This design comes from an exercise in tuning for small area and a short achievable clock period on the open sky130 flow, not from production work. No run shown here included a check of the RTL's function; only the layout flow was run. Power and IR drop assume default switching activity.

## flow/design.v (module list and top-level ports; edited modules follow where they fit)
// module Adder32Bit: 5 lines
// module SignExtender: 8 lines
// module fullAdder: 6 lines
// module halfAdder: 6 lines
// module boothSel: 5 lines
// module boothSel0: 5 lines
// module alu_stage: 684 lines
module alu_stage(clk, a, b, imm, alu_src, alu_ctl, result, zero);
  // ...
==> flow/flow/run.sh <==
#!/bin/bash
# Layout flow: the standard flow (the standard.sh), except that
#  - the arithmetic primitive modules (full/half adders, Booth selectors) are
#    synthesized as the library cells given in flow/cells.v (the rest of the
#    design goes through the standard synthesis unchanged), each module kept
#    whole until the final flatten;
#  - ports are buffered with buf_4 cells;
#  - flip-flops driving many pins are upsized before the placement repair.
set -euo pipefail
python3 flow/map.py design.v flow/cells.v design_mapped.v > map.log 2>&1
bash standard.sh VERILOG_FILES="$PWD/design_mapped.v" \
  BUFFER_PORTS_ARGS="-buffer_cell sky130_fd_sc_hd__buf_4" \
  PRE_RESIZE_TCL="$PWD/flow/pre_resize.tcl" finish > standard.log 2>&1
==> flow/flow/cells.v <==
// Cell-level bodies for the design's arithmetic primitive modules. map.py puts
// these in place of the RTL bodies of the modules of the same names.
module fullAdder(cin, x, y, cout, s);
	input cin, x, y;
	output cout, s;
	sky130_fd_sc_hd__fa_1 c(.A(x), .B(y), .CIN(cin), .COUT(cout), .SUM(s));
endmodule
module halfAdder(x, y, cout, s);
	input x, y;
	output cout, s;
	sky130_fd_sc_hd__ha_1 c(.A(x), .B(y), .COUT(cout), .SUM(s));
endmodule
module boothSel(onen, twon, inv, an1, an0, pp);
	input onen, twon, inv, an1, an0;
	output pp;
	wire n;
	sky130_fd_sc_hd__o22ai_1 c0(.A1(onen), .A2(an1), .B1(twon), .B2(an0), .Y(n));
	sky130_fd_sc_hd__xor2_1 c1(.A(n), .B(inv), .X(pp));
endmodule
module boothSel0(onen, inv, an1, pp);
	input onen, inv, an1;
	output pp;
	wire n;
	sky130_fd_sc_hd__nor2_1 c0(.A(onen), .B(an1), .Y(n));
	sky130_fd_sc_hd__xor2_1 c1(.A(n), .B(inv), .X(pp));
endmodule
==> flow/flow/map.py <==
#!/usr/bin/env python3
"""map.py DESIGN CELLS OUT: copy DESIGN to OUT with the body of every module
that CELLS also defines replaced by CELLS's cell-level body."""
import re, sys
design, cells, out = sys.argv[1:4]
mod = re.compile(r'^\s*module\s+(\w+).*?^\s*endmodule\b', re.S | re.M)
repl = {m.group(1): m.group(0) for m in mod.finditer(open(cells).read())}
done = set()
def sub(m):
    name = m.group(1)
    if name in repl:
        done.add(name)
        return repl[name]
    return m.group(0)
text = mod.sub(sub, open(design).read())
missing = set(repl) - done
if missing:
    sys.exit(f"map.py: modules not found in {design}: {sorted(missing)}")
open(out, 'w').write(text)
==> flow/flow/pre_resize.tcl <==
# Before the placement repair: flip-flops whose output drives many pins get
# the library's strongest version of their own cell type.
set n 0
foreach inst [get_cells *] {
  set ref [get_property $inst ref_name]
  if {$ref ne "sky130_fd_sc_hd__dfxtp_1"} { continue }
  set q [get_pins -of_objects $inst -filter "direction == output"]
  set net [get_nets -of_objects $q]
  set fo [llength [get_pins -of_objects $net -filter "direction == input"]]
  if {$fo >= 8} {
    replace_cell $inst sky130_fd_sc_hd__dfxtp_4
    incr n
  }
}
puts "pre_resize: $n flip-flops upsized"
==> flow/standard.sh <==
#!/bin/bash
# synth_recipe.tcl (not shown) runs the flow's synth.tcl, then flattens the netlist and writes it again
# the make line also repeats each setting of config.mk as NAME=value (left out here)
make -C /OpenROAD-flow-scripts/flow DESIGN_CONFIG=/design/flow/config.mk WORK_HOME=/design/flow/orfs CLKGATE_MAP_FILE= SYNTH_SCRIPT=/design/flow/synth_recipe.tcl "${@:-finish}"
==> flow/config.mk <==
export PLATFORM = sky130hd
export DESIGN_NAME = alu_stage
export DESIGN_NICKNAME = alu_stage
export VERILOG_FILES = /design/flow/design.v
export SDC_FILE = /design/flow/constraint.sdc
export NUM_CORES = 4
export LEC_CHECK = 0
export ABC_AREA = 1
export CAP_MARGIN = 20
export CORE_MARGIN = 2
export CORE_UTILIZATION = 40
export SLEW_MARGIN = 70
export SYNTH_HIERARCHICAL = 1
export SYNTH_MINIMUM_KEEP_SIZE = 0
==> flow/constraint.sdc <==
create_clock -name core_clock -period 15.0 [get_ports {clk}]
set_input_delay 3.0000 -clock core_clock [delete_from_list [all_inputs] [get_ports {clk}]]
set_output_delay 3.0000 -clock core_clock [all_outputs]
set_load 0.01 [all_outputs]
==> impl_results.md, run 1 <==
* Worst Path Required at about 12 ns
* Logic pwr share at between 60% and 70%
* # rows at 74
* Leak at about 10 nW
* Total negative slack at 0 ns
* Setup WS pre-CTS at roughly 10 ns
* Post-route insts no fill at approximately 2500
* Clock Latency Late Sink at roughly 0.46 ns
* CP max stage cell: dfxtp_1
* Crit path max-delay family: simple AND/OR/NAND/NOR gates
* Detail Route Antenna Nets at 0
* Final instance area at roughly 19000 um2
* Most frequent cells in the layout: 287 x xor2_1, 260 x nand2_1, 256 x o22ai_1
* Area share of and/or/nand/nor cells after synthesis at between 10% and 20%
* Starting Density at roughly two fifths
* Area share of the largest cell type after synthesis at 29.4%
* Comb. pwr at roughly 0.0019 W
* Slowest Stage Delay on Critical Path at 0.32 ns
* Antenna Cells at 0
* Post-synthesis mux area share at 0%
* CP Depth at 10
* EDFF count, synth at 0
* TritonCTS buffer count at 17
* Outcome: finished clean
* Final setup vio count at 0
* Dominant kind of cell: multi-input gates
* Most common cell after layout, fill and taps aside: xor2_1
* Main synth FF type: dfxtp_1
* H-tree depth at 4
* Cell internal pwr at approximately 0.0015 W
* Synth area leader: fa_1
* Via-to-Cell Ratio at between 5 and 6
* CP Launch Point: p_q[0]$_DFF_P_
* Reg2Reg Capture Point: lo_q[20]$_DFF_P_
==> inputs of run 2 (changes only) <==
--- a/flow/design.v
+++ b/flow/design.v
@@ -675,45 +675,53 @@
 	fullAdder fa266(s234, s199, t233, t266, s266);
 	fullAdder fa267(s235, s201, t234, t267, s267);
 	fullAdder fa268(s236, s203, t235, t268, s268);
 	fullAdder fa269(s237, s205, t236, t269, s269);
 	fullAdder fa270(s238, s207, t237, t270, s270);
 	fullAdder fa271(s239, s209, t238, nc271, s271);
 	wire [31:0] x = {t270, t269, t268, t267, t266, t265, t264, t263, t262, t261, t260, t259, t258, t257, t256, t255, t254, t253, t252, t251, t250, t249, t248, t247, t246, t245, t244, t243, t242, t241, t240, s240};
 	wire [31:0] y = {s271, s270, s269, s268, s267, s266, s265, s264, s263, s262, s261, s260, s259, s258, s257, s256, s255, s254, s253, s252, s251, s250, s249, s248, s247, s246, s245, s244, s243, s242, s241, pp0[0]};
-	wire [24:0] lo = x[23:0] + y[23:0];
-	wire [7:0] hp, hg;
-	halfAdder hpg0(x[24], y[24], hg[0], hp[0]);
-	halfAdder hpg1(x[25], y[25], hg[1], hp[1]);
-	halfAdder hpg2(x[26], y[26], hg[2], hp[2]);
-	halfAdder hpg3(x[27], y[27], hg[3], hp[3]);
-	halfAdder hpg4(x[28], y[28], hg[4], hp[4]);
-	halfAdder hpg5(x[29], y[29], hg[5], hp[5]);
-	halfAdder hpg6(x[30], y[30], hg[6], hp[6]);
-	halfAdder hpg7(x[31], y[31], hg[7], hp[7]);
-	reg [23:0] lo_q;
+	wire [22:0] lo = x[21:0] + y[21:0];
+	wire [9:0] hp, hg;
+	halfAdder hpg0(x[22], y[22], hg[0], hp[0]);
+	halfAdder hpg1(x[23], y[23], hg[1], hp[1]);
+	halfAdder hpg2(x[24], y[24], hg[2], hp[2]);
+	halfAdder hpg3(x[25], y[25], hg[3], hp[3]);
+	halfAdder hpg4(x[26], y[26], hg[4], hp[4]);
+	halfAdder hpg5(x[27], y[27], hg[5], hp[5]);
+	halfAdder hpg6(x[28], y[28], hg[6], hp[6]);
+	halfAdder hpg7(x[29], y[29], hg[7], hp[7]);
+	halfAdder hpg8(x[30], y[30], hg[8], hp[8]);
+	halfAdder hpg9(x[31], y[31], hg[9], hp[9]);
+	reg [21:0] lo_q;
 	reg c_q;
-	reg [7:0] p_q;
-	reg [6:0] g_q;
+	reg [9:0] p_q;
+	reg [8:0] g_q;
 	always@(posedge clk) begin
-		lo_q <= lo[23:0];
-		c_q <= lo[24];
+		lo_q <= lo[21:0];
+		c_q <= lo[22];
 		p_q <= hp;
-		g_q <= hg[6:0];
+		g_q <= hg[8:0];
 	end
 	wire hg0_0 = g_q[0] | (p_q[0] & c_q);
 	wire hg1_1 = g_q[1] | (p_q[1] & hg0_0);
 	wire hg1_3 = g_q[3] | (p_q[3] & g_q[2]);
 	wire hp1_3 = p_q[3] & p_q[2];
 	wire hg1_5 = g_q[5] | (p_q[5] & g_q[4]);
 	wire hp1_5 = p_q[5] & p_q[4];
+	wire hg1_7 = g_q[7] | (p_q[7] & g_q[6]);
+	wire hp1_7 = p_q[7] & p_q[6];
 	wire hg2_2 = g_q[2] | (p_q[2] & hg1_1);
 	wire hg2_3 = hg1_3 | (hp1_3 & hg1_1);
 	wire hg2_6 = g_q[6] | (p_q[6] & hg1_5);
 	wire hp2_6 = p_q[6] & hp1_5;
+	wire hg2_7 = hg1_7 | (hp1_7 & hg1_5);
+	wire hp2_7 = hp1_7 & hp1_5;
 	wire hg3_4 = g_q[4] | (p_q[4] & hg2_3);
 	wire hg3_5 = hg1_5 | (hp1_5 & hg2_3);
 	wire hg3_6 = hg2_6 | (hp2_6 & hg2_3);
-	wire [7:0] hcy = {hg3_6, hg3_5, hg3_4, hg2_3, hg2_2, hg1_1, hg0_0, c_q};
+	wire hg3_7 = hg2_7 | (hp2_7 & hg2_3);
+	wire hg4_8 = g_q[8] | (p_q[8] & hg3_7);
+	wire [9:0] hcy = {hg4_8, hg3_7, hg3_6, hg3_5, hg3_4, hg2_3, hg2_2, hg1_1, hg0_0, c_q};
 	assign result = {p_q ^ hcy, lo_q};
-	assign zero = (lo_q == 24'b0) & (p_q == {g_q | p_q[6:0], c_q});
+	assign zero = (lo_q == 22'b0) & (p_q == {g_q | p_q[8:0], c_q});
 endmodule
==> impl_results.md, run 2 <==
* Outcome: finished clean
* Area growth syn-to-layout at 15.3%
* Final setup vio count at 0 (unchanged)
* Synth area leader: fa_1
* Clk root buf: clkbuf_16
* Post-Synth Adder-Cell Area at between 30% and 40%
* Rel. slew slack at around 70%
* Area share of the largest cell type after synthesis at 29.7% (+0.23 points)
* Crit path max-delay family: simple AND/OR/NAND/NOR gates
* Setup WS pre-CTS at 9.70 ns (-0.310 ns)
* Largest net degree at the start of global routing at 38
* Worst Path Required at 12.00 ns (about the same)
* CTS tree: built
* Final Skew at 0.0123 ns
* Async SR Flop Fraction at 0%
* GPL Wtd Cong at a little under 0.9
* Slew of the pin with the lowest slew margin at 0.445 ns
* Starting DRT DRC Count at ~1400
* Crit path kind: reg -> out
* Biggest regs: an_q x32, cr_q x32, lo_q x22
* Synth Area in Compound Gates at around 16%
* Synth area leaders: fa_1 30%, dfxtp_1 19%, xor2_1 16%
* CP Depth at 13 (+3)
* Synthesis-stage register bit count at approximately 160
* Pwr per Cell Area at 151 nW/um2
* Max Fclk at about 170 MHz
* Gr usage total at 25.3%
* Core area at around 40000 um2
* H-tree depth at 4 (unchanged)
* # rows at 73 (-1.4%)
* Global-route wire length before repair at 80.8 mm
* Total number of vias at approximately 14000
* Area share of and/or/nand/nor cells after synthesis at 10.6% (-1.1 points)
* RSZ-0062 raised after global routing: false
* Hold_buf cts at 0
* Most common cell after layout, fill and taps aside: xor2_1
* Pre-Repair DR Iteration Count at 6
* Main combinational cell family by area after synthesis: adder cells
* Post-route DRC at 0
* Detail Route Antenna Nets at 0 (unchanged)
* CTS resizes at 0
* Worst Hold Depth at 2
* TritonCTS buffer count at 17 (unchanged)
* WL/cell at 21.2 um
* Yosys warns at 7
* Worst VDD drop at slightly above 80 uV
* Number of global-route vias before repair at between 10000 and 15000
* Final total power at ~0.0028 W
* Max-cap violations at 0
* Share of layout cells above drive strength 1 at between 10% and 20%
* Syn_area_per_cell at just over 9 um2
* EDFF count, synth at 0 (unchanged)
* Leak at 10.0 nW (-1.3%)
* CP Data Arrival Time at roughly 2.8 ns
* Postcts setup bufs at 0
* Most frequent cells in the layout: 289 x xor2_1, 256 x o22ai_1, 241 x fa_1
* Final min period at 5.76 ns
* CP cell instances: ha_1 > or2_2 > ha_1 > or2_2 > nand3_1 > nand2_1 > nand3_1 > nand2_1 > a21o_1 > ha_1 > nor2_1 > xnor2_1 > buf_4
* Crit-path most repeated cell: ha_1
* Most frequent cells after synthesis: 289 x xor2_1, 256 x o22ai_1, 241 x fa_1
* Worst-path clk slew at ~0.070 ns
* CTS max path bufs at 2
* Worst Reg-to-Reg Cells at 15
* Clk sinks at around 160
* XOR/XNOR Fraction of Synth Area at between 10% and 20%
* Net Count, Synth at between 2000 and 2500
* Total negative slack at 0 ns (unchanged)
* CP max stage cell: dfxtp_1
* Final period util at 38.4%
* Main synth FF type: dfxtp_1
* Final #Nets at approximately 2300
* Max Fanout on Critical Path at 3
* Slowest Stage Delay on Critical Path at 0.32 ns (about the same)
* Starting Density at 40.7% (+0.42 points)
* Antenna violations before repair at 0
* Worst Path Buf+Inv at 1
* Min-delay worst type: reg -> reg
* Most common cell in the synthesized netlist: xor2_1
* Pins Over Slew Limit at 0
* Remaining Overflow, GRT at 0
* Final HPWL DP at about 38 mm
* Die height at 206 um
* Die area at ~42000 um2
* Wirelength, routed at 52.2 mm
* IO Pins at approximately 110
* PortBufs at ~110
* Synthesized area at 16300 um2
* CP startpoint kind: register
* Distinct cells, synth at 30
* Clock Latency Late Sink at 0.45 ns (about the same)
* Post-synthesis mux area share at 0% (unchanged)
* Seq/Total Area, Yosys at 19.1%
* Worst Slack Setup Final at 9.24 ns
* Via-to-Cell Ratio at 5.68 (-0.35%)
* Hold Violations, Final at 0
* Die Width at about 210 um
* Syn Inst Count at 1776
* Final-layout fill cell count at ~3800
* Antenna Cells at 0 (unchanged)
* Crit. End Element: output pin
[run 2: logic make-up (layout without fill, tap and decap cells)]
kind of cell / after synthesis / count (layout)
AO/OA/AOI/OAI: 438 / 438
AND/OR/NAND/NOR: 420 / 420
adder cells (fa/ha/maj): 310 / 310
XOR/XNOR: 297 / 297
buffers and inverters: 156 / 316
flip-flops: 155 / 155
[run 2: layout make-up]
class	count	area [um2]	share of cell area (%)
clock inverters	15	163	0.868
inverters	132	503	2.68
flip-flops and latches	155	3240	17.3
well taps	525	657	3.50
repair buffers	152	1190	6.34
clock buffers	17	425	2.27
multi-input cells	1465	12600	67.0
[run 2: worst register-to-register path, cell delays in order, from the launching register on]
cell and delay (ns):
dfxtp_4 0.45, buf_4 0.31, o22ai_1 0.16, xor2_1 0.20, fa_1 0.48, fa_1 0.53
fa_1 0.46, fa_1 0.51, fa_1 0.43, ha_1 0.41, nand2_1 0.14, nor2_1 0.17
and2_1 0.16, nand3_1 0.09, nand4_1 0.11, nand2_1 0.06
[run 2: power by group]
part | total, W | internal, W | switching, W
Sequential | 0.000581 | 0.000508 | 0.0000722
Combinational | 0.00180 | 0.000748 | 0.00105
Clock | 0.000443 | 0.000248 | 0.000195
[run 2: path summary, 6_finish.rpt]
kind | endpoint | slack (ns) | from
worst max-delay path | result[31] | 9.24 | p_q[0]$_DFF_P_
worst min-delay path | lo_q[0]$_DFF_P_ | 0.58 | cr_q[0]$_DFF_P_
worst max register to register | lo_q[20]$_DFF_P_ | 10.25 | twon_q[0]$_DFF_P_
worst min register to register | lo_q[0]$_DFF_P_ | 0.58 | cr_q[0]$_DFF_P_
[run 2: metrics by stage]
| stage | instance area [um2] | util (%) | cells | hold slack, ns |
|---|---|---|---|---|
| 2_1_floorplan | 16300 | - | 1776 | 0.530 |
| 3_3_place_gp | 17900 | 44.9 | 2427 | 0.564 |
| 3_5_place_dp | 18100 | 45.4 | 2428 | 0.563 |
| 4_1_cts | 18700 | 46.9 | 2460 | 0.585 |
| 5_1_grt | 18700 | 47.0 | 2461 | 0.616 |
| 6_report | 18700 | 47.0 | 2461 | 0.577 |
[run 2: modules after synthesis (local to each module, per instance)]
| module | flip-flops and latches | cell area, um2 | cells inside | times used |
|---|---|---|---|---|
| halfAdder | 0 | 12.5 | 1 | 42 |
| boothSel | 0 | 15.0 | 2 | 256 |
| fullAdder | 0 | 20.0 | 1 | 240 |
| boothSel0 | 0 | 12.5 | 2 | 16 |
| alu_stage | 155 | 6890 | 950 | 1 |
[run 2: layer usage]
metal	up-vias	wire [um]	global-route usage, %
li1	6363	-	-
met1	6773	22800	35.7
met2	735	23000	38.7
met3	114	4540	3.82
met4	0	1750	10.4
met5	-	0	0

## static timing again, ports no longer ideal
The flow's constraints put no driver on any port. The routed layouts listed below were extracted and timed again, unchanged, in two steps.
Step 1, drivers: a clkbuf_16 drives clk and a buf_2 each remaining input, both assumed.
Step 2 times the ports against the registers' clock, not the clock port: input delays grow and output delays shrink by t, the midpoint of the rising clock arrivals with the driver on.
Slacks: ideal ports / drivers / drivers and shift; pairs: ideal ports / drivers.
run | t, ns | setup slack, ns | slew at the worst register clock pin (ns) | worst slew at a driven data input, ns
run 1 | 0.506 | 9.532 / 9.481 / 9.987 | 0.08 / 0.08 | 0.05
run 2 | 0.497 | 9.237 / 9.187 / 9.685 | 0.07 / 0.07 | 0.05
After both steps every run listed still meets setup and hold.
